Source: an optimization exercise on an open RTL-to-GDS flow (aim: small area, a short achievable clock period and few clock cycles). Production flows keep margins and buffers that such runs may drop.
At most, simulation tests tie the RTL to the original design; equivalence was not proved.
Only the layout flow was run in runs 1 and 3; the RTL was not checked for function there.

[design/flow/constraint.sdc]
create_clock -name core_clock -period 4.0 [get_ports {clock}]
set_input_delay 0.8000 -clock core_clock [delete_from_list [all_inputs] [get_ports {clock}]]
set_output_delay 0.8000 -clock core_clock [all_outputs]
set_load 0.01 [all_outputs]
[design/flow/run.sh]
#!/bin/bash
# synth_recipe.tcl (not shown) runs the flow's synth.tcl, then flattens the netlist and writes it again
# the make line also repeats each setting of config.mk as NAME=value (left out here)
make -C /OpenROAD-flow-scripts/flow DESIGN_CONFIG=/design/flow/config.mk WORK_HOME=/design/flow/orfs CLKGATE_MAP_FILE= SYNTH_SCRIPT=/design/flow/synth_recipe.tcl finish
[design/flow/design.v]
module SequentialMultiplier(clock, reset, multiplicand, multiplier, product, ready, start);
    parameter N = 32;
    input clock;
    input reset;
    input [N-1:0] multiplicand, multiplier;
    output [2*N-1:0] product;
    output ready;
    input start;
    logic busy;
    logic [2:0] count;                   
    logic [N-1:0] m_register;
    logic [33:0] acc_s, acc_c;       
    logic [N-1:0] pl_register;           
    logic [3:0] one, two, neg;      
    logic [7:0] pend_s, pend_c;          
    logic pend_n;                        
    logic [1:0] pend_ci;                 
    wire go = start & ~busy;
    wire accumulate = busy & ~count[2];
    wire resolve = busy & count[2];
    assign ready = ~busy;
    wire [8:0] bb = go ? {multiplier[8:1], 1'b0} : pl_register[15:7];
    wire [3:0] one_d, two_d, neg_d;
    genvar j;
    generate
        for (j = 0; j < 4; j = j + 1) begin : enc
            assign one_d[j] = bb[2*j+1] ^ bb[2*j];
            assign two_d[j] = (bb[2*j+2] & ~bb[2*j+1] & ~bb[2*j]) | (~bb[2*j+2] & bb[2*j+1] & bb[2*j]);
            assign neg_d[j] = bb[2*j+2] & ~(bb[2*j+1] & bb[2*j]);
        end
    endgenerate
    wire [N:0] m1 = {1'b0, m_register};
    wire [N:0] m2 = {m_register, 1'b0};
    wire [33:0] row0 = {~neg[0], ({33{one[0]}} & m1 | {33{two[0]}} & m2) ^ {33{neg[0]}}};
    wire [33:0] row1 = {~neg[1], ({33{one[1]}} & m1 | {33{two[1]}} & m2) ^ {33{neg[1]}}};
    wire [33:0] row2 = {~neg[2], ({33{one[2]}} & m1 | {33{two[2]}} & m2) ^ {33{neg[2]}}};
    wire [33:0] row3 = {~neg[3], ({33{one[3]}} & m1 | {33{two[3]}} & m2) ^ {33{neg[3]}}};
    wire hs0, hc0;
    HalfAdder ha0 (acc_c[3], acc_s[3], hs0, hc0);
    wire hs1, hc1;
    HalfAdder ha1 (acc_c[4], acc_s[4], hs1, hc1);
    wire fs0, fc0;
    FullAdder fa0 (acc_c[5], acc_s[5], neg[2], fs0, fc0);
    wire hs2, hc2;
    HalfAdder ha2 (row0[4], row1[2], hs2, hc2);
    wire fs1, fc1;
    FullAdder fa1 (acc_c[6], acc_s[6], row0[5], fs1, fc1);
    wire hs3, hc3;
    HalfAdder ha3 (row1[3], row2[1], hs3, hc3);
    wire fs2, fc2;
    FullAdder fa2 (acc_c[7], acc_s[7], row0[6], fs2, fc2);
    wire fs3, fc3;
    FullAdder fa3 (row1[4], row2[2], row3[0], fs3, fc3);
    wire fs4, fc4;
    FullAdder fa4 (acc_c[8], acc_s[8], row0[7], fs4, fc4);
    wire fs5, fc5;
    FullAdder fa5 (row1[5], row2[3], row3[1], fs5, fc5);
    wire fs6, fc6;
    FullAdder fa6 (acc_c[9], acc_s[9], row0[8], fs6, fc6);
    wire fs7, fc7;
    FullAdder fa7 (row1[6], row2[4], row3[2], fs7, fc7);
    wire fs8, fc8;
    FullAdder fa8 (acc_c[10], acc_s[10], row0[9], fs8, fc8);
    wire fs9, fc9;
    FullAdder fa9 (row1[7], row2[5], row3[3], fs9, fc9);
    wire fs10, fc10;
    FullAdder fa10 (acc_c[11], acc_s[11], row0[10], fs10, fc10);
    wire fs11, fc11;
    FullAdder fa11 (row1[8], row2[6], row3[4], fs11, fc11);
    wire fs12, fc12;
    FullAdder fa12 (acc_c[12], acc_s[12], row0[11], fs12, fc12);
    wire fs13, fc13;
    FullAdder fa13 (row1[9], row2[7], row3[5], fs13, fc13);
    wire fs14, fc14;
    FullAdder fa14 (acc_c[13], acc_s[13], row0[12], fs14, fc14);
    wire fs15, fc15;
    FullAdder fa15 (row1[10], row2[8], row3[6], fs15, fc15);
    wire fs16, fc16;
    FullAdder fa16 (acc_c[14], acc_s[14], row0[13], fs16, fc16);
    wire fs17, fc17;
    FullAdder fa17 (row1[11], row2[9], row3[7], fs17, fc17);
    wire fs18, fc18;
    FullAdder fa18 (acc_c[15], acc_s[15], row0[14], fs18, fc18);
    wire fs19, fc19;
    FullAdder fa19 (row1[12], row2[10], row3[8], fs19, fc19);
    wire fs20, fc20;
    FullAdder fa20 (acc_c[16], acc_s[16], row0[15], fs20, fc20);
    wire fs21, fc21;
    FullAdder fa21 (row1[13], row2[11], row3[9], fs21, fc21);
    wire fs22, fc22;
    FullAdder fa22 (acc_c[17], acc_s[17], row0[16], fs22, fc22);
    wire fs23, fc23;
    FullAdder fa23 (row1[14], row2[12], row3[10], fs23, fc23);
    wire fs24, fc24;
    FullAdder fa24 (acc_c[18], acc_s[18], row0[17], fs24, fc24);
    wire fs25, fc25;
    FullAdder fa25 (row1[15], row2[13], row3[11], fs25, fc25);
    wire fs26, fc26;
    FullAdder fa26 (acc_c[19], acc_s[19], row0[18], fs26, fc26);
    wire fs27, fc27;
    FullAdder fa27 (row1[16], row2[14], row3[12], fs27, fc27);
    wire fs28, fc28;
    FullAdder fa28 (acc_c[20], acc_s[20], row0[19], fs28, fc28);
    wire fs29, fc29;
    FullAdder fa29 (row1[17], row2[15], row3[13], fs29, fc29);
    wire fs30, fc30;
    FullAdder fa30 (acc_c[21], acc_s[21], row0[20], fs30, fc30);
    wire fs31, fc31;
    FullAdder fa31 (row1[18], row2[16], row3[14], fs31, fc31);
    wire fs32, fc32;
    FullAdder fa32 (acc_c[22], acc_s[22], row0[21], fs32, fc32);
    wire fs33, fc33;
    FullAdder fa33 (row1[19], row2[17], row3[15], fs33, fc33);
    wire fs34, fc34;
    FullAdder fa34 (acc_c[23], acc_s[23], row0[22], fs34, fc34);
    wire fs35, fc35;
    FullAdder fa35 (row1[20], row2[18], row3[16], fs35, fc35);
    wire fs36, fc36;
    FullAdder fa36 (acc_c[24], acc_s[24], row0[23], fs36, fc36);
    wire fs37, fc37;
    FullAdder fa37 (row1[21], row2[19], row3[17], fs37, fc37);
    wire fs38, fc38;
    FullAdder fa38 (acc_c[25], acc_s[25], row0[24], fs38, fc38);
    wire fs39, fc39;
    FullAdder fa39 (row1[22], row2[20], row3[18], fs39, fc39);
    wire fs40, fc40;
    FullAdder fa40 (acc_c[26], acc_s[26], row0[25], fs40, fc40);
    wire fs41, fc41;
    FullAdder fa41 (row1[23], row2[21], row3[19], fs41, fc41);
    wire fs42, fc42;
    FullAdder fa42 (acc_c[27], acc_s[27], row0[26], fs42, fc42);
    wire fs43, fc43;
    FullAdder fa43 (row1[24], row2[22], row3[20], fs43, fc43);
    wire fs44, fc44;
    FullAdder fa44 (acc_c[28], acc_s[28], row0[27], fs44, fc44);
    wire fs45, fc45;
    FullAdder fa45 (row1[25], row2[23], row3[21], fs45, fc45);
    wire fs46, fc46;
    FullAdder fa46 (acc_c[29], acc_s[29], row0[28], fs46, fc46);
    wire fs47, fc47;
    FullAdder fa47 (row1[26], row2[24], row3[22], fs47, fc47);
    wire fs48, fc48;
    FullAdder fa48 (acc_c[30], acc_s[30], row0[29], fs48, fc48);
    wire fs49, fc49;
    FullAdder fa49 (row1[27], row2[25], row3[23], fs49, fc49);
    wire fs50, fc50;
    FullAdder fa50 (acc_c[31], acc_s[31], row0[30], fs50, fc50);
    wire fs51, fc51;
    FullAdder fa51 (row1[28], row2[26], row3[24], fs51, fc51);
    wire fs52, fc52;
    FullAdder fa52 (acc_c[32], acc_s[32], row0[31], fs52, fc52);
    wire fs53, fc53;
    FullAdder fa53 (row1[29], row2[27], row3[25], fs53, fc53);
    wire fs54, fc54;
    FullAdder fa54 (acc_c[33], acc_s[33], row0[32], fs54, fc54);
    wire fs55, fc55;
    FullAdder fa55 (row1[30], row2[28], row3[26], fs55, fc55);
    wire fs56, fc56;
    FullAdder fa56 (row0[33], row1[31], row2[29], fs56, fc56);
    wire hs4, hc4;
    HalfAdder ha4 (acc_c[1], acc_s[1], hs4, hc4);
    wire hs5, hc5;
    HalfAdder ha5 (acc_c[2], acc_s[2], hs5, hc5);
    wire fs57, fc57;
    FullAdder fa57 (hs0, neg[1], row0[2], fs57, fc57);
    wire fs58, fc58;
    FullAdder fa58 (hc0, hs1, row0[3], fs58, fc58);
    wire fs59, fc59;
    FullAdder fa59 (hc1, row2[0], fs0, fs59, fc59);
    wire fs60, fc60;
    FullAdder fa60 (fc0, hc2, hs3, fs60, fc60);
    wire fs61, fc61;
    FullAdder fa61 (hc3, fc1, fs2, fs61, fc61);
    wire fs62, fc62;
    FullAdder fa62 (fc2, fc3, fs4, fs62, fc62);
    wire fs63, fc63;
    FullAdder fa63 (fc4, fc5, fs6, fs63, fc63);
    wire fs64, fc64;
    FullAdder fa64 (fc6, fc7, fs8, fs64, fc64);
    wire fs65, fc65;
    FullAdder fa65 (fc8, fc9, fs10, fs65, fc65);
    wire fs66, fc66;
    FullAdder fa66 (fc10, fc11, fs12, fs66, fc66);
    wire fs67, fc67;
    FullAdder fa67 (fc12, fc13, fs14, fs67, fc67);
    wire fs68, fc68;
    FullAdder fa68 (fc14, fc15, fs16, fs68, fc68);
    wire fs69, fc69;
    FullAdder fa69 (fc16, fc17, fs18, fs69, fc69);
    wire fs70, fc70;
    FullAdder fa70 (fc18, fc19, fs20, fs70, fc70);
    wire fs71, fc71;
    FullAdder fa71 (fc20, fc21, fs22, fs71, fc71);
    wire fs72, fc72;
    FullAdder fa72 (fc22, fc23, fs24, fs72, fc72);
    wire fs73, fc73;
    FullAdder fa73 (fc24, fc25, fs26, fs73, fc73);
    wire fs74, fc74;
    FullAdder fa74 (fc26, fc27, fs28, fs74, fc74);
    wire fs75, fc75;
    FullAdder fa75 (fc28, fc29, fs30, fs75, fc75);
    wire fs76, fc76;
    FullAdder fa76 (fc30, fc31, fs32, fs76, fc76);
    wire fs77, fc77;
    FullAdder fa77 (fc32, fc33, fs34, fs77, fc77);
    wire fs78, fc78;
    FullAdder fa78 (fc34, fc35, fs36, fs78, fc78);
    wire fs79, fc79;
    FullAdder fa79 (fc36, fc37, fs38, fs79, fc79);
    wire fs80, fc80;
    FullAdder fa80 (fc38, fc39, fs40, fs80, fc80);
    wire fs81, fc81;
    FullAdder fa81 (fc40, fc41, fs42, fs81, fc81);
    wire fs82, fc82;
    FullAdder fa82 (fc42, fc43, fs44, fs82, fc82);
    wire fs83, fc83;
    FullAdder fa83 (fc44, fc45, fs46, fs83, fc83);
    wire fs84, fc84;
    FullAdder fa84 (fc46, fc47, fs48, fs84, fc84);
    wire fs85, fc85;
    FullAdder fa85 (fc48, fc49, fs50, fs85, fc85);
    wire fs86, fc86;
    FullAdder fa86 (fc50, fc51, fs52, fs86, fc86);
    wire fs87, fc87;
    FullAdder fa87 (fc52, fc53, fs54, fs87, fc87);
    wire fs88, fc88;
    FullAdder fa88 (row3[27], fc54, fc55, fs88, fc88);
    wire fs89, fc89;
    FullAdder fa89 (row1[32], row2[30], row3[28], fs89, fc89);
    wire hs6, hc6;
    HalfAdder ha6 (row1[33], row2[31], hs6, hc6);
    wire hs7, hc7;
    HalfAdder ha7 (hs4, neg[0], hs7, hc7);
    wire fs90, fc90;
    FullAdder fa90 (hc4, hs5, row0[1], fs90, fc90);
    wire fs91, fc91;
    FullAdder fa91 (hc5, row1[0], fs57, fs91, fc91);
    wire fs92, fc92;
    FullAdder fa92 (row1[1], fc57, fs58, fs92, fc92);
    wire fs93, fc93;
    FullAdder fa93 (hs2, fc58, fs59, fs93, fc93);
    wire fs94, fc94;
    FullAdder fa94 (fs1, fc59, fs60, fs94, fc94);
    wire fs95, fc95;
    FullAdder fa95 (fs3, fc60, fs61, fs95, fc95);
    wire fs96, fc96;
    FullAdder fa96 (fs5, fc61, fs62, fs96, fc96);
    wire fs97, fc97;
    FullAdder fa97 (fs7, fc62, fs63, fs97, fc97);
    wire fs98, fc98;
    FullAdder fa98 (fs9, fc63, fs64, fs98, fc98);
    wire fs99, fc99;
    FullAdder fa99 (fs11, fc64, fs65, fs99, fc99);
    wire fs100, fc100;
    FullAdder fa100 (fs13, fc65, fs66, fs100, fc100);
    wire fs101, fc101;
    FullAdder fa101 (fs15, fc66, fs67, fs101, fc101);
    wire fs102, fc102;
    FullAdder fa102 (fs17, fc67, fs68, fs102, fc102);
    wire fs103, fc103;
    FullAdder fa103 (fs19, fc68, fs69, fs103, fc103);
    wire fs104, fc104;
    FullAdder fa104 (fs21, fc69, fs70, fs104, fc104);
    wire fs105, fc105;
    FullAdder fa105 (fs23, fc70, fs71, fs105, fc105);
    wire fs106, fc106;
    FullAdder fa106 (fs25, fc71, fs72, fs106, fc106);
    wire fs107, fc107;
    FullAdder fa107 (fs27, fc72, fs73, fs107, fc107);
    wire fs108, fc108;
    FullAdder fa108 (fs29, fc73, fs74, fs108, fc108);
    wire fs109, fc109;
    FullAdder fa109 (fs31, fc74, fs75, fs109, fc109);
    wire fs110, fc110;
    FullAdder fa110 (fs33, fc75, fs76, fs110, fc110);
    wire fs111, fc111;
    FullAdder fa111 (fs35, fc76, fs77, fs111, fc111);
    wire fs112, fc112;
    FullAdder fa112 (fs37, fc77, fs78, fs112, fc112);
    wire fs113, fc113;
    FullAdder fa113 (fs39, fc78, fs79, fs113, fc113);
    wire fs114, fc114;
    FullAdder fa114 (fs41, fc79, fs80, fs114, fc114);
    wire fs115, fc115;
    FullAdder fa115 (fs43, fc80, fs81, fs115, fc115);
    wire fs116, fc116;
    FullAdder fa116 (fs45, fc81, fs82, fs116, fc116);
    wire fs117, fc117;
    FullAdder fa117 (fs47, fc82, fs83, fs117, fc117);
    wire fs118, fc118;
    FullAdder fa118 (fs49, fc83, fs84, fs118, fc118);
    wire fs119, fc119;
    FullAdder fa119 (fs51, fc84, fs85, fs119, fc119);
    wire fs120, fc120;
    FullAdder fa120 (fs53, fc85, fs86, fs120, fc120);
    wire fs121, fc121;
    FullAdder fa121 (fs55, fc86, fs87, fs121, fc121);
    wire fs122, fc122;
    FullAdder fa122 (fs56, fc87, fs88, fs122, fc122);
    wire fs123, fc123;
    FullAdder fa123 (fc56, fs89, fc88, fs123, fc123);
    wire fs124, fc124;
    FullAdder fa124 (row3[29], hs6, fc89, fs124, fc124);
    wire fs125, fc125;
    FullAdder fa125 (row2[32], row3[30], hc6, fs125, fc125);
    wire hs8, hc8;
    HalfAdder ha8 (row2[33], row3[31], hs8, hc8);
    wire [41:0] tx = {1'b0, row3[33], row3[32], hs8, fs125, fs124, fc122, fc121, fc120, fc119, fc118, fc117, fc116, fc115, fc114, fc113, fc112, fc111, fc110, fc109, fc108, fc107, fc106, fc105, fc104, fc103, fc102, fc101, fc100, fc99, fc98, fc97, fc96, fc95, fc94, fc93, fc92, fc91, fc90, hc7, hs7, acc_c[0]};
    wire [41:0] ty = {1'b0, 1'b0, hc8, fc125, fc124, fc123, fs123, fs122, fs121, fs120, fs119, fs118, fs117, fs116, fs115, fs114, fs113, fs112, fs111, fs110, fs109, fs108, fs107, fs106, fs105, fs104, fs103, fs102, fs101, fs100, fs99, fs98, fs97, fs96, fs95, fs94, fs93, fs92, fs91, fs90, row0[0], acc_s[0]};
    wire [9:0] low = pend_s + pend_c + {pend_n, 7'b0} + pend_ci;
    wire [N-1:0] hi = acc_s[N-1:0] + acc_c[N-1:0] + low[9:8] + 32'hAAAAAAAC;
    assign product = {acc_s[N-1:0], pl_register};
    always_ff @(posedge clock) begin
        if (~busy)
            m_register <= multiplicand;
        one <= one_d;
        two <= two_d;
        neg <= neg_d;
        if (go) begin
            pend_s <= '0;
            pend_c <= '0;
            pend_n <= 1'b0;
            pend_ci <= '0;
        end else begin
            pend_s <= tx[7:0];
            pend_c <= ty[7:0];
            pend_n <= neg[3];
            pend_ci <= low[9:8];
        end
        if (go) begin
            acc_s <= {2'b0, multiplicand & {N{multiplier[0]}}};
            acc_c <= '0;
        end else if (accumulate) begin
            acc_s <= tx[41:8];
            acc_c <= ty[41:8];
        end else if (resolve) begin
            acc_s[N-1:0] <= hi;
        end
        if (go)
            pl_register <= {1'b0, multiplier[N-1:1]};
        else if (busy)
            pl_register <= {low[7:0], pl_register[N-1:8]};
    end
    always_ff @(posedge clock or posedge reset) begin
        if (reset) begin
            busy <= 1'b0;
            count <= '0;
        end else if (go) begin
            busy <= 1'b1;
            count <= '0;
        end else if (busy) begin
            count <= count + 1'b1;
            if (count == 3'd4)
                busy <= 1'b0;
        end
    end
endmodule
module FullAdder(input a, input b, input c, output s, output co);
    assign s = a ^ b ^ c;
    assign co = (a & b) | (a & c) | (b & c);
endmodule
module HalfAdder(input a, input b, output s, output co);
    assign s = a ^ b;
    assign co = a & b;
endmodule
[design/flow/config.mk]
export PLATFORM = sky130hd
export DESIGN_NAME = SequentialMultiplier
export DESIGN_NICKNAME = SequentialMultiplier
export VERILOG_FILES = /design/flow/design.v
export SDC_FILE = /design/flow/constraint.sdc
export NUM_CORES = 4
export LEC_CHECK = 0
export CAP_MARGIN = 20
export CORE_MARGIN = 2
export CORE_UTILIZATION = 40
export SLEW_MARGIN = 20
export SYNTH_HIERARCHICAL = 1
==> impl_metrics.toml, run 1 <==
[synthesis]
synth.distinct_cells = 73
syn-cell-area_sq_um = 14320
ys_seq_elements = 164
yosysWarnings = 7
async_flop_share_pct = 2.439
synth-seq-area-share_pct = 29.72
synth_edf_count = 95
syn_avg_cell_area_sq_um = 9.839
synth_flop_cell = "edfxtp_1"
synthesis.instances = 1455

[timing]
setup_ws_ns = -0.5655
fin_crit_sh_pct = 114.1
grt_setup_unrepaired = "true"
period_needed_ns = 4.565
worst_pin_slew_ns = 0.7973
finalHoldViolCount = 0
finClkSkew_ns = 0.01464
timing.fmax_ghz = 0.2190
slew_headroom_pct = 46.77
final_max_slew_viol_count = 0
finalSetupViolCount = 29

[setup_path]
r2r_cells = 22
start_kind = "flip-flop"
reg2reg_to = "product[49]"
crit_type = "reg2reg"
crit_start = "pend_ci[1]"
r2r_slack_ns = -0.57
rr_startpoint = "pend_ci[1]"
critPathRequiredTime_ns = 4.20
critical_path_peak_fanout = 5
crit_arrival_ns = 4.77
endpoint_kind = "flip-flop"

[final_layout]
fin_nets = 1821
final_util_pct = 47.74
antennaDiodeCount = 0
layout-drive-gt1-share_pct = 11.43
fin_cells = 2009
fillerInstances = 3324
syn_to_final_growth_pct = 18.04
fin_area_sq_um = 16900

[route]
wl_per_cell_um = 21.87
final_antenna_net_count = 0
wl_met1_mm = 18.93
wl_met2_mm = 20.66
routed_via_density = 5.603
highest_layer = "met4"
drt_iter0_markers = 993
via_count = 11260
wl_mm = 43.94
met3_length_mm = 2.760
drt_drc_violations_left = 0
drt-pass1-iter-count = 6

[place]
dpl-instance-area_sq_um = 15900
port_buffers = 131
dp_hpwl_mm = 32.89
dp.cells = 1947
place_congestion = 0.9411

[clock_tree]
cts.htree.levels = 4
clock_latency_ns = 0.46
cts_max_path_buffers = 2
cts_tree = "built"
cts_sinks = 164
cts_made_buffers = 17
clk_pin_slew_ns = 0.07
root_buffer = "clkbuf_16"
cts_hold_buf = 0

[grt]
grt_usage_pct = 24.49
antenna_found_initial = 0
overflow = 0
grt_max_degree = 66
grt_pass1_vias = 11570
grt_pass1_wl_mm = 68.41

[job]
drv_cap = 0

[worst_hold_path]
hold_class = "reg2reg"
worstHoldPathCells = 2
min_to = "acc_c[3]"
worstHoldStart = "acc_c[3]"

[floorplanning]
die_x_um = 193.2
start_util_pct = 40.45
core_area_sq_um = 35400
dieArea_sq_um = 37320
num_rows = 69
die_h_um = 193.2
ios = 132

[run_status]
status = "failed layout checks"
failed_checks = "setup timing"
==> synth_stat cells, types with 8 or more instances <==
cell type  count  area, sq um
a22oi_1      141         1059
nand2_1      192        720.7
xnor2_1      150         1314
xor2_1         8        70.07
a31oi_1        8        50.05
clkbuf_1      48        180.2
nor2b_1       19        118.9
buf_1         18        67.56
fa_1         133         2663
edfxtp_1      95         2853
clkbuf_2      29        145.1
o21ai_0       39        195.2
a21oi_1       93        465.5
a21o_1        11        82.58
ha_1          86         1076
dfxtp_1       65         1301
buf_2         17        85.08
o21a_1         9        67.56
inv_1         96        360.4
nand4_1        9        56.30
nor2_1        30        112.6
buf_4         35        262.8
nor3_1        14        70.07
==> per-module statistics from Yosys (local to each module, per instance) <==
module                flip-flops and latches  cells  times used
FullAdder                                  0      1         126
HalfAdder                                  0      1           9
SequentialMultiplier                     164   1320           1
==> final cells by class <==
cell class	count	area, sq um	area share (%)
clock inverters	14	133.9	0.7922
clock buffers	18	439.2	2.599
multi-input cells	1049	9181	54.33
flip-flops and latches	164	4263	25.23
inverters	97	364.1	2.155
well taps	461	576.8	3.413
repair buffers	206	1941	11.48
==> logic make-up after synthesis <==
| family | after synthesis | share of synthesized area (%) |
|---|---|---|
| flops | 164 | 29.72 |
| buf+inv | 244 | 7.717 |
| fa+ha+maj | 219 | 26.11 |
| other cells | 1 | 0.02619 |
| compound gates | 355 | 16.77 |
| simple gates | 306 | 9.422 |
| xor+xnor | 158 | 9.666 |
| mux | 8 | 0.5681 |
==> critical path: stages, from the launching register on <==
cell      delay (ns)
dfxtp_2         0.33
fa_1            0.53
ha_2            0.19
inv_2           0.04
fa_2            0.37
nor2b_2         0.13
o21ai_2         0.08
a21oi_2         0.17
o21ai_2         0.08
a21boi_2        0.15
o21a_1          0.18
fa_1            0.43
ha_2            0.21
inv_2           0.05
fa_2            0.22
nand2b_4        0.15
a21oi_4         0.05
o21a_4          0.24
o21ai_4         0.27
buf_4           0.17
a21oi_2         0.05
mux2i_1         0.16
nand2_1         0.06
==> flip-flops by register name, indices dropped and copies added (netlist names), 3 cells and up <==
name and cells:
pend_c 8, product 32, two 4, pend_s 8, count 3, pl_register 32
m_register 32, acc_c 32, one 4, neg 4
==> routing by layer <==
layer  global-route usage, %  up-vias
met5                       0        -
met4                   9.441        0
met3                   4.036       81
met2                   39.96      417
met1                   32.65     5608
li1                        -     5151
==> cells in the final DEF (no fill, tap or decap), types with 9 or more instances in the layout <==
cell and instances:
a21oi_1 83, o21ai_1 14, fa_1 130, inv_1 94, a21oi_2 9, nor3_1 12
buf_6 11, o21ai_0 22, nor2_1 28, a21o_1 11, o21a_1 9, xnor2_1 150
clkbuf_16 17, edfxtp_1 95, ha_1 84, nand2_1 189, a22oi_1 141, nand4_1 9
clkdlybuf4s50_1 131, nor2b_1 16, dfxtp_1 58, buf_4 62
==> metrics by stage <==
step / TNS (ns) / setup slack (ns) / hold slack (ns)
2_1_floorplan: -2.179 / -0.2421 / 0.4528
3_3_place_gp: -10.47 / -0.5493 / 0.4669
3_5_place_dp: -12.87 / -0.6459 / 0.4762
4_1_cts: -10.95 / -0.5506 / 0.4870
5_1_grt: -18.12 / -0.7828 / 0.5119
6_report: -11.26 / -0.5655 / 0.4867
==> worst max path at each step <==
stage | slack [ns] | to
2_1_floorplan | -0.24 | product[63]
6_report | -0.57 | product[49]
5_1_grt | -0.78 | product[53]
4_1_cts | -0.55 | product[49]
3_5_place_dp | -0.65 | product[60]
3_3_place_gp | -0.55 | product[47]
==> timing repair <==
item                                    in CTS  in global routing
endpoints found under the setup margin      29                 31
pin swaps                                   22                 24
gates resized for setup                     36                 25
buffers inserted                            29                  4
gates cloned                                 0                  0
==> run 2: changes to the inputs <==
--- a/design/flow/design.v
+++ b/design/flow/design.v
@@ -307,8 +307,17 @@
     HalfAdder ha8 (row2[33], row3[31], hs8, hc8);
     wire [41:0] tx = {1'b0, row3[33], row3[32], hs8, fs125, fs124, fc122, fc121, fc120, fc119, fc118, fc117, fc116, fc115, fc114, fc113, fc112, fc111, fc110, fc109, fc108, fc107, fc106, fc105, fc104, fc103, fc102, fc101, fc100, fc99, fc98, fc97, fc96, fc95, fc94, fc93, fc92, fc91, fc90, hc7, hs7, acc_c[0]};
     wire [41:0] ty = {1'b0, 1'b0, hc8, fc125, fc124, fc123, fs123, fs122, fs121, fs120, fs119, fs118, fs117, fs116, fs115, fs114, fs113, fs112, fs111, fs110, fs109, fs108, fs107, fs106, fs105, fs104, fs103, fs102, fs101, fs100, fs99, fs98, fs97, fs96, fs95, fs94, fs93, fs92, fs91, fs90, row0[0], acc_s[0]};
-    wire [9:0] low = pend_s + pend_c + {pend_n, 7'b0} + pend_ci;
-    wire [N-1:0] hi = acc_s[N-1:0] + acc_c[N-1:0] + low[9:8] + 32'hAAAAAAAC;
+    wire [39:0] fx = {acc_s[N-1:0], pend_s};
+    wire [39:0] fy = {acc_c[N-1:0], pend_c};
+    wire [39:0] fk = {32'hAAAAAAAC, 8'b0};
+    wire [39:0] fz = {32'b0, pend_n, 5'b0, pend_ci};    
+    wire [39:0] fu = fx ^ fy ^ (fk | fz);
+    wire [40:0] fv = {(fx & fy) | ((fx | fy) & (fk | fz)), 1'b0};
+    wire [39:0] fsum = fu + fv[39:0];
+    wire [7:0] low = fsum[7:0];
+    wire c8 = fsum[8] ^ fu[8] ^ fv[8];                  
+    wire [1:0] low_ci = {1'b0, c8} + {1'b0, fv[8]};   
+    wire [N-1:0] hi = fsum[39:8];
     assign product = {acc_s[N-1:0], pl_register};
     always_ff @(posedge clock) begin
         if (~busy)
@@ -325,7 +334,7 @@
             pend_s <= tx[7:0];
             pend_c <= ty[7:0];
             pend_n <= neg[3];
-            pend_ci <= low[9:8];
+            pend_ci <= low_ci;
         end
         if (go) begin
             acc_s <= {2'b0, multiplicand & {N{multiplier[0]}}};
==> impl_metrics.toml, run 2 <==
[setup_path]
critPathRequiredTime_ns = 4.19
slowest_stage = "fa_1"
crit_arrival_ns = 3.88
start_kind = "flip-flop"
crit_type = "reg2reg"
endpoint_kind = "flip-flop"
critical_path_peak_fanout = 3
crit_chain = "fa_1 > ha_1 > inv_1 > fa_1 > and2b_2 > o2111ai_1 > a211o_1 > a2111oi_2 > buf_4 > o21ai_0 > nand2_1 > a211oi_1 > xnor2_1 > o21ai_0"
slowest_delay_ns = 0.54

[synthesis]
synth.distinct_cells = 64
synth_common_cells = "186 x nand2_1, 154 x xnor2_1, 141 x a22oi_1"
synth_flop_cell = "edfxtp_1"
synthesis.instances = 1442
yosysWarnings = 7
yosysMostFrequentCell = "nand2_1"
synth-seq-area-share_pct = 29.95
syn-cell-area_sq_um = 14200
synth_top_area_share_pct = 20.09
syn_avg_cell_area_sq_um = 9.849
netlist_top_cells_area = "edfxtp_1 20%, fa_1 18%, xnor2_1 9.5%"
async_flop_share_pct = 2.439
ys_seq_elements = 164
synth_edf_count = 95
synth_top_area_cell = "edfxtp_1"

[clock_tree]
cts_setup_buffers = 0
clk_pin_slew_ns = 0.08
cts_sinks = 164
root_buffer = "clkbuf_16"
post_cts_resized = 0
cts_made_buffers = 17
cts_hold_buf = 0
cts_max_path_buffers = 2
clock_latency_ns = 0.45
cts_tree = "built"
cts.htree.levels = 4

[final_layout]
fin_nets = 1767
fillerInstances = 3403
final_common_cell = "nand2_1"
final_cell_mix = "186 x nand2_1, 154 x xnor2_1, 141 x a22oi_1"
syn_to_final_growth_pct = 14.26
antennaDiodeCount = 0
layout-drive-gt1-share_pct = 5.819

[timing]
period_needed_ns = 3.691
fin_crit_sh_pct = 92.27
timing.fmax_ghz = 0.2709
worst_pin_slew_ns = 0.9434
final_max_slew_viol_count = 0
grt_setup_unrepaired = "false"
finalSetupViolCount = 0
finClkSkew_ns = 0.01374
finalHoldViolCount = 0
slew_headroom_pct = 37.04
setup-tns-final_ns = 0

[route]
drt_drc_violations_left = 0
final_antenna_net_count = 0
drt-pass1-iter-count = 5
drt_iter0_markers = 784
via_count = 10980
wl_per_cell_um = 22.14
wl_mm = 43.31
routed_via_density = 5.614

[floorplanning]
die_h_um = 192.4
core_area_sq_um = 35220
dieArea_sq_um = 37030
num_rows = 69
die_x_um = 192.4
start_util_pct = 40.32
ios = 132

[grt]
grt_pass1_vias = 11180
overflow = 0
antenna_found_initial = 0
grt_max_degree = 60
grt_usage_pct = 24.08
grt_pass1_wl_mm = 66.61

[place]
dp_hpwl_mm = 32.50
port_buffers = 131
place_congestion = 0.9057

[run_status]
status = "no timing/DRC/antenna violations"

[job]
drv_cap = 0

[worst_hold_path]
hold_class = "reg2reg"
run 2: changes by cell type in the layout (fill, tap and decap cells not counted), sizes merged, moves of 6 or more:
cell and delta:
nor2 +8, xor2 +11, nand2 -7, o21a -7, o21ai +22, buf -44, a21o +10, and3 -6
inv -14, nor3 -6
run 2: worst max-delay path, delay by kind of cell, from the launching register on:
family / cells / cell delay [ns]
xor gates and xnor gates: 1 / 0.13
adders and majority gates: 3 / 1.14
and+or+nand+nor: 2 / 0.42
buffers and inverters: 2 / 0.25
AOI/OAI and AO/OA: 6 / 1.16
DFF: 1 / 0.32
run 2: stage by stage:
stage                     cells  setup slack, ns  area, sq um  hold WS (ns)  utilization, %
after floorplan            1444           0.6352        14210        0.4536               -
after global placement     1924           0.3090        15650        0.4733           44.44
after detailed placement   1924           0.1397        15650        0.4768           44.44
after CTS                  1956           0.1308        16220        0.4962           46.05
after global routing       1956          0.07169        16230        0.5219           46.07
final                      1956           0.3090        16230        0.4947           46.07
run 2: final timing paths:
kind	startpoint	end	slack, ns	depth (start not counted)
worst max-delay path	pend_s[1]	product[63]	0.31	14
worst min-delay path	acc_c[2]	acc_c[2]	0.49	2
worst max register to register	pend_s[1]	product[63]	0.31	14
worst min register to register	acc_c[2]	acc_c[2]	0.49	2
max in group asynchronous	reset	count[2]	3.27	2
min in group asynchronous	reset	count[1]	0.56	2
run 2: kinds of logic after synthesis:
family | synth area share, %
xor+xnor | 10.72
compound gates | 16.62
mux | 0.4317
simple gates | 8.695
fa+ha+maj | 26.08
other cells | 0.02640
buf+inv | 7.471
flops | 29.95
run 2: final cells by class:
type / instances / area (sq um) / share of cell area, %
clock buffers: 17 / 425.4 / 2.621
repair buffers: 162 / 1582 / 9.746
well taps: 461 / 576.8 / 3.554
clock inverters: 15 / 143.9 / 0.8867
inverters: 86 / 322.8 / 1.989
multi-input cells: 1051 / 8919 / 54.96
flip-flops and latches: 164 / 4259 / 26.25
run 2: modules after synthesis, one instance, submodules excluded:
| module | times used | flip-flops and latches |
|---|---|---|
| FullAdder | 126 | 0 |
| HalfAdder | 9 | 0 |
| SequentialMultiplier | 1 | 164 |
run 2: per-layer routing:
layer  up-vias  routed length, um  GRT usage [%]  part of all wire (%)
met3        85               2504          3.492                   5.8
met4         0               1201          7.898                   2.8
met5         -                  0              0                     0
met1      5469              18690          32.43                    43
li1       4990                  -              -                     -
met2       437              20910          39.85                    48
Testbench counts of run 2, summed over its fixed seeds: cycles 28,808.
==> run 3: changes to the inputs <==
--- a/design/flow/design.v
+++ b/design/flow/design.v
@@ -313,9 +313,174 @@
     wire [39:0] fz = {32'b0, pend_n, 5'b0, pend_ci};    
     wire [39:0] fu = fx ^ fy ^ (fk | fz);
     wire [40:0] fv = {(fx & fy) | ((fx | fy) & (fk | fz)), 1'b0};
-    wire [39:0] fsum = fu + fv[39:0];
+    wire [39:0] fa_p = fu ^ fv[39:0];
+    wire [39:0] fa_g = fu & fv[39:0];
+    wire fa_G0 = fa_g[1] | (fa_p[1] & fa_g[0]);
+    wire fa_G1 = fa_g[3] | (fa_p[3] & fa_g[2]);
+    wire fa_P1 = fa_p[3] & fa_p[2];
+    wire fa_G2 = fa_g[5] | (fa_p[5] & fa_g[4]);
+    wire fa_P2 = fa_p[5] & fa_p[4];
+    wire fa_G3 = fa_g[7] | (fa_p[7] & fa_g[6]);
+    wire fa_P3 = fa_p[7] & fa_p[6];
+    wire fa_G4 = fa_g[9] | (fa_p[9] & fa_g[8]);
+    wire fa_P4 = fa_p[9] & fa_p[8];
+    wire fa_G5 = fa_g[11] | (fa_p[11] & fa_g[10]);
+    wire fa_P5 = fa_p[11] & fa_p[10];
+    wire fa_G6 = fa_g[13] | (fa_p[13] & fa_g[12]);
+    wire fa_P6 = fa_p[13] & fa_p[12];
+    wire fa_G7 = fa_g[15] | (fa_p[15] & fa_g[14]);
+    wire fa_P7 = fa_p[15] & fa_p[14];
+    wire fa_G8 = fa_g[17] | (fa_p[17] & fa_g[16]);
+    wire fa_P8 = fa_p[17] & fa_p[16];
+    wire fa_G9 = fa_g[19] | (fa_p[19] & fa_g[18]);
+    wire fa_P9 = fa_p[19] & fa_p[18];
+    wire fa_G10 = fa_g[21] | (fa_p[21] & fa_g[20]);
+    wire fa_P10 = fa_p[21] & fa_p[20];
+    wire fa_G11 = fa_g[23] | (fa_p[23] & fa_g[22]);
+    wire fa_P11 = fa_p[23] & fa_p[22];
+    wire fa_G12 = fa_g[25] | (fa_p[25] & fa_g[24]);
+    wire fa_P12 = fa_p[25] & fa_p[24];
+    wire fa_G13 = fa_g[27] | (fa_p[27] & fa_g[26]);
+    wire fa_P13 = fa_p[27] & fa_p[26];
+    wire fa_G14 = fa_g[29] | (fa_p[29] & fa_g[28]);
+    wire fa_P14 = fa_p[29] & fa_p[28];
+    wire fa_G15 = fa_g[31] | (fa_p[31] & fa_g[30]);
+    wire fa_P15 = fa_p[31] & fa_p[30];
+    wire fa_G16 = fa_g[33] | (fa_p[33] & fa_g[32]);
+    wire fa_P16 = fa_p[33] & fa_p[32];
+    wire fa_G17 = fa_g[35] | (fa_p[35] & fa_g[34]);
+    wire fa_P17 = fa_p[35] & fa_p[34];
+    wire fa_G18 = fa_g[37] | (fa_p[37] & fa_g[36]);
+    wire fa_P18 = fa_p[37] & fa_p[36];
+    wire fa_G19 = fa_g[39] | (fa_p[39] & fa_g[38]);
+    wire fa_P19 = fa_p[39] & fa_p[38];
+    wire fa_G20 = fa_g[2] | (fa_p[2] & fa_G0);
+    wire fa_G21 = fa_G1 | (fa_P1 & fa_G0);
+    wire fa_G22 = fa_g[6] | (fa_p[6] & fa_G2);
+    wire fa_P22 = fa_p[6] & fa_P2;
+    wire fa_G23 = fa_G3 | (fa_P3 & fa_G2);
+    wire fa_P23 = fa_P3 & fa_P2;
+    wire fa_G24 = fa_g[10] | (fa_p[10] & fa_G4);
+    wire fa_P24 = fa_p[10] & fa_P4;
+    wire fa_G25 = fa_G5 | (fa_P5 & fa_G4);
+    wire fa_P25 = fa_P5 & fa_P4;
+    wire fa_G26 = fa_g[14] | (fa_p[14] & fa_G6);
+    wire fa_P26 = fa_p[14] & fa_P6;
+    wire fa_G27 = fa_G7 | (fa_P7 & fa_G6);
+    wire fa_P27 = fa_P7 & fa_P6;
+    wire fa_G28 = fa_g[18] | (fa_p[18] & fa_G8);
+    wire fa_P28 = fa_p[18] & fa_P8;
+    wire fa_G29 = fa_G9 | (fa_P9 & fa_G8);
+    wire fa_P29 = fa_P9 & fa_P8;
+    wire fa_G30 = fa_g[22] | (fa_p[22] & fa_G10);
+    wire fa_P30 = fa_p[22] & fa_P10;
+    wire fa_G31 = fa_G11 | (fa_P11 & fa_G10);
+    wire fa_P31 = fa_P11 & fa_P10;
+    wire fa_G32 = fa_g[26] | (fa_p[26] & fa_G12);
+    wire fa_P32 = fa_p[26] & fa_P12;
+    wire fa_G33 = fa_G13 | (fa_P13 & fa_G12);
+    wire fa_P33 = fa_P13 & fa_P12;
+    wire fa_G34 = fa_g[30] | (fa_p[30] & fa_G14);
+    wire fa_P34 = fa_p[30] & fa_P14;
+    wire fa_G35 = fa_G15 | (fa_P15 & fa_G14);
+    wire fa_P35 = fa_P15 & fa_P14;
+    wire fa_G36 = fa_g[34] | (fa_p[34] & fa_G16);
+    wire fa_P36 = fa_p[34] & fa_P16;
+    wire fa_G37 = fa_G17 | (fa_P17 & fa_G16);
+    wire fa_P37 = fa_P17 & fa_P16;
+    wire fa_G38 = fa_g[38] | (fa_p[38] & fa_G18);
+    wire fa_P38 = fa_p[38] & fa_P18;
+    wire fa_G39 = fa_G19 | (fa_P19 & fa_G18);
+    wire fa_P39 = fa_P19 & fa_P18;
+    wire fa_G40 = fa_g[4] | (fa_p[4] & fa_G21);
+    wire fa_G41 = fa_G2 | (fa_P2 & fa_G21);
+    wire fa_G42 = fa_G22 | (fa_P22 & fa_G21);
+    wire fa_G43 = fa_G23 | (fa_P23 & fa_G21);
+    wire fa_G44 = fa_g[12] | (fa_p[12] & fa_G25);
+    wire fa_P44 = fa_p[12] & fa_P25;
+    wire fa_G45 = fa_G6 | (fa_P6 & fa_G25);
+    wire fa_P45 = fa_P6 & fa_P25;
+    wire fa_G46 = fa_G26 | (fa_P26 & fa_G25);
+    wire fa_P46 = fa_P26 & fa_P25;
+    wire fa_G47 = fa_G27 | (fa_P27 & fa_G25);
+    wire fa_P47 = fa_P27 & fa_P25;
+    wire fa_G48 = fa_g[20] | (fa_p[20] & fa_G29);
+    wire fa_P48 = fa_p[20] & fa_P29;
+    wire fa_G49 = fa_G10 | (fa_P10 & fa_G29);
+    wire fa_P49 = fa_P10 & fa_P29;
+    wire fa_G50 = fa_G30 | (fa_P30 & fa_G29);
+    wire fa_P50 = fa_P30 & fa_P29;
+    wire fa_G51 = fa_G31 | (fa_P31 & fa_G29);
+    wire fa_P51 = fa_P31 & fa_P29;
+    wire fa_G52 = fa_g[28] | (fa_p[28] & fa_G33);
+    wire fa_P52 = fa_p[28] & fa_P33;
+    wire fa_G53 = fa_G14 | (fa_P14 & fa_G33);
+    wire fa_P53 = fa_P14 & fa_P33;
+    wire fa_G54 = fa_G34 | (fa_P34 & fa_G33);
+    wire fa_P54 = fa_P34 & fa_P33;
+    wire fa_G55 = fa_G35 | (fa_P35 & fa_G33);
+    wire fa_P55 = fa_P35 & fa_P33;
+    wire fa_G56 = fa_g[36] | (fa_p[36] & fa_G37);
+    wire fa_P56 = fa_p[36] & fa_P37;
+    wire fa_G57 = fa_G18 | (fa_P18 & fa_G37);
+    wire fa_P57 = fa_P18 & fa_P37;
+    wire fa_G58 = fa_G38 | (fa_P38 & fa_G37);
+    wire fa_P58 = fa_P38 & fa_P37;
+    wire fa_G59 = fa_G39 | (fa_P39 & fa_G37);
+    wire fa_P59 = fa_P39 & fa_P37;
+    wire fa_G60 = fa_g[8] | (fa_p[8] & fa_G43);
+    wire fa_G61 = fa_G4 | (fa_P4 & fa_G43);
+    wire fa_G62 = fa_G24 | (fa_P24 & fa_G43);
+    wire fa_G63 = fa_G25 | (fa_P25 & fa_G43);
+    wire fa_G64 = fa_G44 | (fa_P44 & fa_G43);
+    wire fa_G65 = fa_G45 | (fa_P45 & fa_G43);
+    wire fa_G66 = fa_G46 | (fa_P46 & fa_G43);
+    wire fa_G67 = fa_G47 | (fa_P47 & fa_G43);
+    wire fa_G68 = fa_g[24] | (fa_p[24] & fa_G51);
+    wire fa_P68 = fa_p[24] & fa_P51;
+    wire fa_G69 = fa_G12 | (fa_P12 & fa_G51);
+    wire fa_P69 = fa_P12 & fa_P51;
+    wire fa_G70 = fa_G32 | (fa_P32 & fa_G51);
+    wire fa_P70 = fa_P32 & fa_P51;
+    wire fa_G71 = fa_G33 | (fa_P33 & fa_G51);
+    wire fa_P71 = fa_P33 & fa_P51;
+    wire fa_G72 = fa_G52 | (fa_P52 & fa_G51);
+    wire fa_P72 = fa_P52 & fa_P51;
+    wire fa_G73 = fa_G53 | (fa_P53 & fa_G51);
+    wire fa_P73 = fa_P53 & fa_P51;
+    wire fa_G74 = fa_G54 | (fa_P54 & fa_G51);
+    wire fa_P74 = fa_P54 & fa_P51;
+    wire fa_G75 = fa_G55 | (fa_P55 & fa_G51);
+    wire fa_P75 = fa_P55 & fa_P51;
+    wire fa_G76 = fa_g[16] | (fa_p[16] & fa_G67);
+    wire fa_G77 = fa_G8 | (fa_P8 & fa_G67);
+    wire fa_G78 = fa_G28 | (fa_P28 & fa_G67);
+    wire fa_G79 = fa_G29 | (fa_P29 & fa_G67);
+    wire fa_G80 = fa_G48 | (fa_P48 & fa_G67);
+    wire fa_G81 = fa_G49 | (fa_P49 & fa_G67);
+    wire fa_G82 = fa_G50 | (fa_P50 & fa_G67);
+    wire fa_G83 = fa_G51 | (fa_P51 & fa_G67);
+    wire fa_G84 = fa_G68 | (fa_P68 & fa_G67);
+    wire fa_G85 = fa_G69 | (fa_P69 & fa_G67);
+    wire fa_G86 = fa_G70 | (fa_P70 & fa_G67);
+    wire fa_G87 = fa_G71 | (fa_P71 & fa_G67);
+    wire fa_G88 = fa_G72 | (fa_P72 & fa_G67);
+    wire fa_G89 = fa_G73 | (fa_P73 & fa_G67);
+    wire fa_G90 = fa_G74 | (fa_P74 & fa_G67);
+    wire fa_G91 = fa_G75 | (fa_P75 & fa_G67);
+    wire fa_G92 = fa_g[32] | (fa_p[32] & fa_G91);
+    wire fa_G93 = fa_G16 | (fa_P16 & fa_G91);
+    wire fa_G94 = fa_G36 | (fa_P36 & fa_G91);
+    wire fa_G95 = fa_G37 | (fa_P37 & fa_G91);
+    wire fa_G96 = fa_G56 | (fa_P56 & fa_G91);
+    wire fa_G97 = fa_G57 | (fa_P57 & fa_G91);
+    wire fa_G98 = fa_G58 | (fa_P58 & fa_G91);
+    wire fa_G99 = fa_G59 | (fa_P59 & fa_G91);
+    wire [39:0] fa_c = {fa_G98, fa_G97, fa_G96, fa_G95, fa_G94, fa_G93, fa_G92, fa_G91, fa_G90, fa_G89, fa_G88, fa_G87, fa_G86, fa_G85, fa_G84, fa_G83, fa_G82, fa_G81, fa_G80, fa_G79, fa_G78, fa_G77, fa_G76, fa_G67, fa_G66, fa_G65, fa_G64, fa_G63, fa_G62, fa_G61, fa_G60, fa_G43, fa_G42, fa_G41, fa_G40, fa_G21, fa_G20, fa_G0, fa_g[0], 1'b0};
+    wire [39:0] fa_sum = fa_p ^ fa_c;
+    wire [39:0] fsum = fa_sum;
     wire [7:0] low = fsum[7:0];
-    wire c8 = fsum[8] ^ fu[8] ^ fv[8];                  
+    wire c8 = fa_c[8];   
     wire [1:0] low_ci = {1'b0, c8} + {1'b0, fv[8]};   
     wire [N-1:0] hi = fsum[39:8];
     assign product = {acc_s[N-1:0], pl_register};
==> impl_metrics.toml, run 3 <==
[route]
drt-pass1-iter-count = 5
wl_per_cell_um = 20.97
drt_drc_violations_left = 0
via_count = 9994
routed_via_density = 5.426
wl_mm = 38.63
final_antenna_net_count = 0
drt_iter0_markers = 852

[clock_tree]
cts_tree = "built"
cts_max_path_buffers = 2
root_buffer = "clkbuf_16"
cts_setup_buffers = 0
cts_sinks = 164
cts.htree.levels = 4
cts_hold_buf = 0
clk_pin_slew_ns = 0.08
post_cts_resized = 0
clock_latency_ns = 0.45
cts_made_buffers = 17

[synthesis]
yosysWarnings = 7
syn_avg_cell_area_sq_um = 10.20
synthesis.instances = 1337
synth-seq-area-share_pct = 31.18
netlist_top_cells_area = "edfxtp_1 21%, fa_1 20%, dfxtp_1 9.5%"
yosysMostFrequentCell = "nand2_1"
synth_top_area_cell = "edfxtp_1"
synth_common_cells = "168 x nand2_1, 143 x a22oi_1, 140 x xnor2_1"
synth_top_area_share_pct = 20.91
ys_seq_elements = 164
synth_edf_count = 95
synth.distinct_cells = 48
synth_flop_cell = "edfxtp_1"
syn-cell-area_sq_um = 13640
async_flop_share_pct = 2.439

[final_layout]
seqCellArea_sq_um = 4259
final_common_cell = "nand2_1"
fillerInstances = 3156
multiInputGateArea_sq_um = 8396
final_cell_mix = "168 x nand2_1, 143 x a22oi_1, 140 x xnor2_1"
syn_to_final_growth_pct = 15.00
layout-drive-gt1-share_pct = 5.312
fin_nets = 1670

[timing]
final_max_slew_viol_count = 0
grt_setup_unrepaired = "false"
finalHoldViolCount = 0
period_needed_ns = 3.579
finClkSkew_ns = 0.01537
timing.fmax_ghz = 0.2794
fin_crit_sh_pct = 89.47
worst_pin_slew_ns = 1.075
slew_headroom_pct = 28.19
setup-tns-final_ns = 0
setup_ws_ns = 0.4213
finalSetupViolCount = 0

[place]
place_congestion = 0.8722
pre_cts_ws_ns = 0.4196
dp_hpwl_mm = 28.40
port_buffers = 131

[setup_path]
critPathRequiredTime_ns = 4.21
crit_type = "reg2reg"
start_kind = "flip-flop"
rr_startpoint = "pend_s[1]"
endpoint_kind = "flip-flop"
crit_arrival_ns = 3.78
crit_start = "pend_s[1]"
critical_path_peak_fanout = 4

[grt]
overflow = 0
grt_max_degree = 52
grt_pass1_vias = 10400
antenna_found_initial = 3
grt_pass1_wl_mm = 61.20
grt_usage_pct = 22.54

[floorplanning]
die_x_um = 188.7
start_util_pct = 40.69
die_h_um = 188.7
dieArea_sq_um = 35600
core_area_sq_um = 33530
num_rows = 67
ios = 132

[worst_hold_path]
worstHoldStart = "acc_c[0]"
hold_class = "reg2reg"

[job]
drv_cap = 0

[run_status]
status = "no timing/DRC/antenna violations"
[run 3: cell types whose count changed in the layout (fill, tap and decap cells not counted), sizes merged, moves of 7 or more]
cell,before,now
xnor2,154,140
nand2,186,168
inv,94,101
o21ai,66,41
a21oi,96,74
nor2,39,24
a21o,21,11
[run 3: routing by layer]
layer	vias to the layer above	track usage [%]	part of all wire, %
li1	4617	-	-
met1	4983	31.48	44
met2	359	36.82	48
met3	35	3.017	5.9
met4	0	6.130	1.7
met5	-	0	0
[run 3: cell families (layout without fill, tap and decap cells)]
group | after synthesis | count (layout) | share of synthesized area [%]
flops | 164 | 164 | 31.18
fa+ha+maj | 223 | 223 | 27.77
simple gates | 247 | 247 | 7.841
buf+inv | 230 | 284 | 7.465
other cells | 1 | 4 | 0.02749
mux | 6 | 6 | 0.4494
compound gates | 311 | 311 | 15.32
xor+xnor | 155 | 155 | 9.951
[run 3: final timing paths]
| check | end | slack, ns | cells past startpoint |
|---|---|---|---|
| max | product[63] | 0.42 | 11 |
| min | pend_s[0] | 0.49 | 1 |
| max reg2reg | product[63] | 0.42 | 11 |
| min reg2reg | pend_s[0] | 0.49 | 1 |
| max in group asynchronous | busy | 3.30 | 2 |
| min in group asynchronous | count[2] | 0.53 | 2 |
[run 3: modules after synthesis, one instance, submodules excluded]
module	copies in the design	area [sq um]	cells inside	flops+latches
SequentialMultiplier	1	11010	1202	164
HalfAdder	9	12.51	1	0
FullAdder	126	20.02	1	0
[run 3: layout make-up]
class,instances,area share [%]
Antenna cell,1,0.01595
Clock buffer,19,2.759
Clock inverter,13,0.8852
Inverter,95,2.273
Multi-Input combinational cell,945,53.51
Sequential cell,164,27.15
Tap cell,448,3.573
Timing Repair Buffer,157,9.841
[run 3: worst max-delay path, stage by stage, from the launching register on]
cell and delay [ns]:
dfxtp_1 0.32, fa_1 0.46, ha_1 0.33, a211oi_1 0.31, o211ai_1 0.19, nand4_1 0.41
a211oi_2 0.17, nor3_4 0.28, o221ai_2 0.24, a211oi_2 0.33, mux2i_1 0.23, a21oi_1 0.08
[run 3: per-stage QoR]
stage                     hold slack (ns)  util (%)  instances  instance area (sq um)
after floorplan                    0.4536         -       1339                  13650
after global placement             0.4742     45.08       1809                  15120
after detailed placement           0.4731     45.08       1809                  15120
after CTS                          0.4916     46.78       1841                  15690
after global routing               0.5159     46.79       1842                  15690
final                              0.4896     46.79       1842                  15690

-- separate check: timing with driven ports --
Ports are ideal in the flow. The routed layouts listed here were re-timed in OpenROAD. Step 1, drivers: a clkbuf_16 drives clock and a buf_2 each remaining input, both assumed. Step 2, shift: input delay + t, output delay - t, t = (earliest + latest rising clock arrival at the registers) / 2. This alone moves slack from input paths to output paths. a / b / c = ideal ports / drivers / drivers and shift; a / b = the first two.
run | t (ns) | setup WS [ns] | worst hold slack (ns) | worst register clock-pin slew, ns
run 1 | 0.498 | -0.565 / -0.565 / -0.565 | 0.487 / 0.487 / 0.487 | 0.08 / 0.08
run 2 | 0.497 | 0.309 / 0.309 / 0.309 | 0.495 / 0.495 / 0.495 | 0.08 / 0.08
run 3 | 0.491 | 0.421 / 0.421 / 0.421 | 0.490 / 0.490 / 0.490 | 0.08 / 0.08
